Context: an optimization exercise on an open-source flow, tuned for small area and a short achievable clock period. The choices shown serve that exercise and are no tape-out recipe.
The RTL was checked by simulation tests, not by an equivalence proof against the original design.
Power is estimated from default activity; no workload was simulated.

## ember
## dataplane_top
module dataplane_top #(
    parameter DATA_WIDTH = 64
)(
    input  logic                    clk,
    input  logic                    rst_n,
    input  logic [31:0]             AWADDR,
    input  logic [ 2:0]             AWPROT,
    input  logic                    AWVALID,
    output logic                    AWREADY,
    input  logic [31:0]             WDATA,
    input  logic [ 3:0]             WSTRB,
    input  logic                    WVALID,
    output logic                    WREADY,
    input  logic                    BREADY,
    output logic                    BVALID,
    output logic [ 1:0]             BRESP,
    input  logic [31:0]             ARADDR,
    input  logic [ 2:0]             ARPROT,
    input  logic                    ARVALID,
    output logic                    ARREADY,
    input  logic                    RREADY,
    output logic                    RVALID,
    output logic [31:0]             RDATA,
    output logic [ 1:0]             RRESP,
    input  logic                    tvalid,
    input  logic [DATA_WIDTH-1:0]   tdata,
    input  logic [DATA_WIDTH/8-1:0] tkeep,
    input  logic                    tlast,
    output logic                    tready
);
Size in the first run: roughly 230 I/O pins, roughly 37000 sq um of cells after synthesis.
==> flow/config.mk <==
export PLATFORM = sky130hd
export DESIGN_NAME = dataplane_top
export DESIGN_NICKNAME = dataplane_top
export VERILOG_FILES = /design/flow/design.v
export SDC_FILE = /design/flow/constraint.sdc
export NUM_CORES = 4
export LEC_CHECK = 0
export CAP_MARGIN = 20
export CORE_MARGIN = 2
export CORE_UTILIZATION = 25
export SLEW_MARGIN = 20
==> flow/constraint.sdc <==
create_clock -name core_clock -period 15.0 [get_ports {clk}]
set_input_delay 3.0000 -clock core_clock [delete_from_list [all_inputs] [get_ports {clk}]]
set_output_delay 3.0000 -clock core_clock [all_outputs]
set_load 0.01 [all_outputs]
run.sh (not shown) runs the stock make flow with config.mk's settings and CLKGATE_MAP_FILE= SYNTH_SCRIPT=/design/flow/synth_recipe.tcl, a recipe that flattens the netlist after the stock synthesis.
ember finished every stage and its layout cleared the timing, DRC and antenna checks.
The inputs of nickel differ from those of ember as listed below.
# ember
export LEC_CHECK = 0
export CAP_MARGIN = 20
export CORE_MARGIN = 2
export CORE_UTILIZATION = 25
export SLEW_MARGIN = 20
create_clock -name core_clock -period 15.0 [get_ports {clk}]
# nickel
export LEC_CHECK = 0
export CAP_MARGIN = 20
export CORE_MARGIN = 2
export CORE_UTILIZATION = 50
export SLEW_MARGIN = 20
create_clock -name core_clock -period 15.0 [get_ports {clk}]
Notes after the runs:
Data-path buffer share of cell area in the final layout: nickel vs ember — no meaningful difference
Lower post-route minimum period among ember and nickel: nickel
Min worst clock skew across ember and nickel: nickel
[compare] base=ember new=nickel: global routing usage on met2 up 29 points, hold slack moved up, core occupancy in the finished layout rose 28 points.

== run 1 ==
dataplane_top, a different RTL version from the one above (not shown whole).
For scale: ~2800 cells after synthesis, about 830 flip-flops, ~230 I/O pins, about 0.035 mm2 of cells after synthesis.
## dataplane_top
module dataplane_top #(
    parameter DATA_WIDTH = 64
)(
    input  logic                    clk,
    input  logic                    rst_n,
    input  logic [31:0]             AWADDR,
    input  logic [ 2:0]             AWPROT,
    input  logic                    AWVALID,
    output logic                    AWREADY,
    input  logic [31:0]             WDATA,
    input  logic [ 3:0]             WSTRB,
    input  logic                    WVALID,
    output logic                    WREADY,
    input  logic                    BREADY,
    output logic                    BVALID,
    output logic [ 1:0]             BRESP,
    input  logic [31:0]             ARADDR,
    input  logic [ 2:0]             ARPROT,
    input  logic                    ARVALID,
    output logic                    ARREADY,
    input  logic                    RREADY,
    output logic                    RVALID,
    output logic [31:0]             RDATA,
  ...
clock: 15.0 ns
lec_check: 0
cap_margin: 20
core_margin: 2
core_utilization: 50
cts_cluster_diameter: 80
cts_cluster_size: 24
slew_margin: 20
standard.sh (not shown) runs the stock make flow with config.mk's settings and CLKGATE_MAP_FILE= SYNTH_SCRIPT=/design/flow/synth_recipe.tcl, a recipe that flattens the netlist after the stock synthesis.
==> flow/flow/run.sh <==
#!/bin/bash
export BUFFER_PORTS_ARGS="-buffer_cell sky130_fd_sc_hd__buf_2"
bash standard.sh > standard.log 2>&1
Inputs modified between run 1 and run 2:
Settings: changing SLEW_MARGIN from 20 to 30.
## What came out
Looking at run 2 and run 1, the leakage component of the power is a wash. Power: run 2 draws less than run 1. Delta (run 2 minus run 1): sequential fraction of design power higher; final period demand of the worst path lower; total wire length roughly the same. Comparing run 2 against run 1, there is no change at all in pin count of the biggest net entering global routing. met1 layer usage reported by global route sits lower in run 2 than in run 1. | finished layout cell area | run 2 vs run 1 | ≈ equal |. When run 2 is set beside run 1, its wire length on met2 turns out to be about 0.35% larger. Any difference in total via count after detailed routing between run 2 and run 1 is small enough to ignore. Any difference in share of the clock period used by the worst path between run 2 and run 1 is small enough to ignore.

Another version of the RTL of dataplane_top (not shown whole).
Size in the first run: about 2,800 cells after synthesis, about 830 flip-flops, roughly 230 I/O pins.
clock: 15.0 ns
lec_check: 0
cap_margin: 20
core_margin: 2
core_utilization: 50
slew_margin: 20
run.sh (not shown) runs the stock make flow with config.mk's settings and CLKGATE_MAP_FILE= SYNTH_SCRIPT=/design/flow/synth_recipe.tcl, a recipe that flattens the netlist after the stock synthesis.
Stock flow here: none of the scripts above is used.
Change:
CAP_MARGIN = 40   (was 20)
SLEW_MARGIN = 60   (was 20)
Result:
- final area goes up by about 2%
- hold slack stays flat
- combinational power rose by about 5%
- routed wire length is higher by 0.36%
- power went up by 1.4%
- setup slack gains 1.2 ns
- flip-flop and latch count is unchanged
- register-to-register slack gains 1.2 ns
- count of clock-buffer cells in the layout rose by 9
- maximum frequency rises by about 24%

-- what the ideal ports hide --
How much do the figures lean on ideal ports? The routed layouts below were timed once more, with nothing changed but the port constraints.
Step 1 assumes that a clkbuf_16 drives the clock port and a buf_2 every other input.
Step 2 times the ports against the registers' clock, not the clock port: input delays grow and output delays shrink by t, the midpoint of the rising clock arrivals with the driver on.
Slacks: no drivers / after step 1 / after step 2; pairs: no drivers / after step 1.
| run | t (ns) | setup WS [ns] | hold WS [ns] | clock arrival spread, ns | worst slew at a driven data input, ns |
|---|---|---|---|---|---|
| ember | 0.742 | 9.702 / 9.702 / 9.702 | 0.345 / 0.345 / 0.345 | 0.053 / 0.053 | 0.08 |
| nickel | 0.706 | 9.911 / 9.911 / 9.801 | 0.352 / 0.352 / 0.352 | 0.023 / 0.023 | 0.10 |
| run 1 | 0.683 | 10.757 / 10.744 / 10.099 | 0.353 / 0.353 / 0.353 | 0.029 / 0.030 | 0.05 |
| run 2 | 0.661 | 10.760 / 10.766 / 10.121 | 0.357 / 0.357 / 0.357 | 0.026 / 0.026 | 0.04 |
| the first run of note 3 | 0.701 | 9.078 / 9.078 / 9.078 | 0.348 / 0.348 / 0.348 | 0.038 / 0.038 | 0.06 |
| the second run of note 3 | 0.700 | 10.234 / 10.212 / 9.726 | 0.349 / 0.349 / 0.349 | 0.033 / 0.033 | 0.06 |
After both steps setup and hold are still met in every run listed. The setup slack of run 1, which loses most, moves by -0.013 ns with the drivers and by -0.658 ns with both steps.
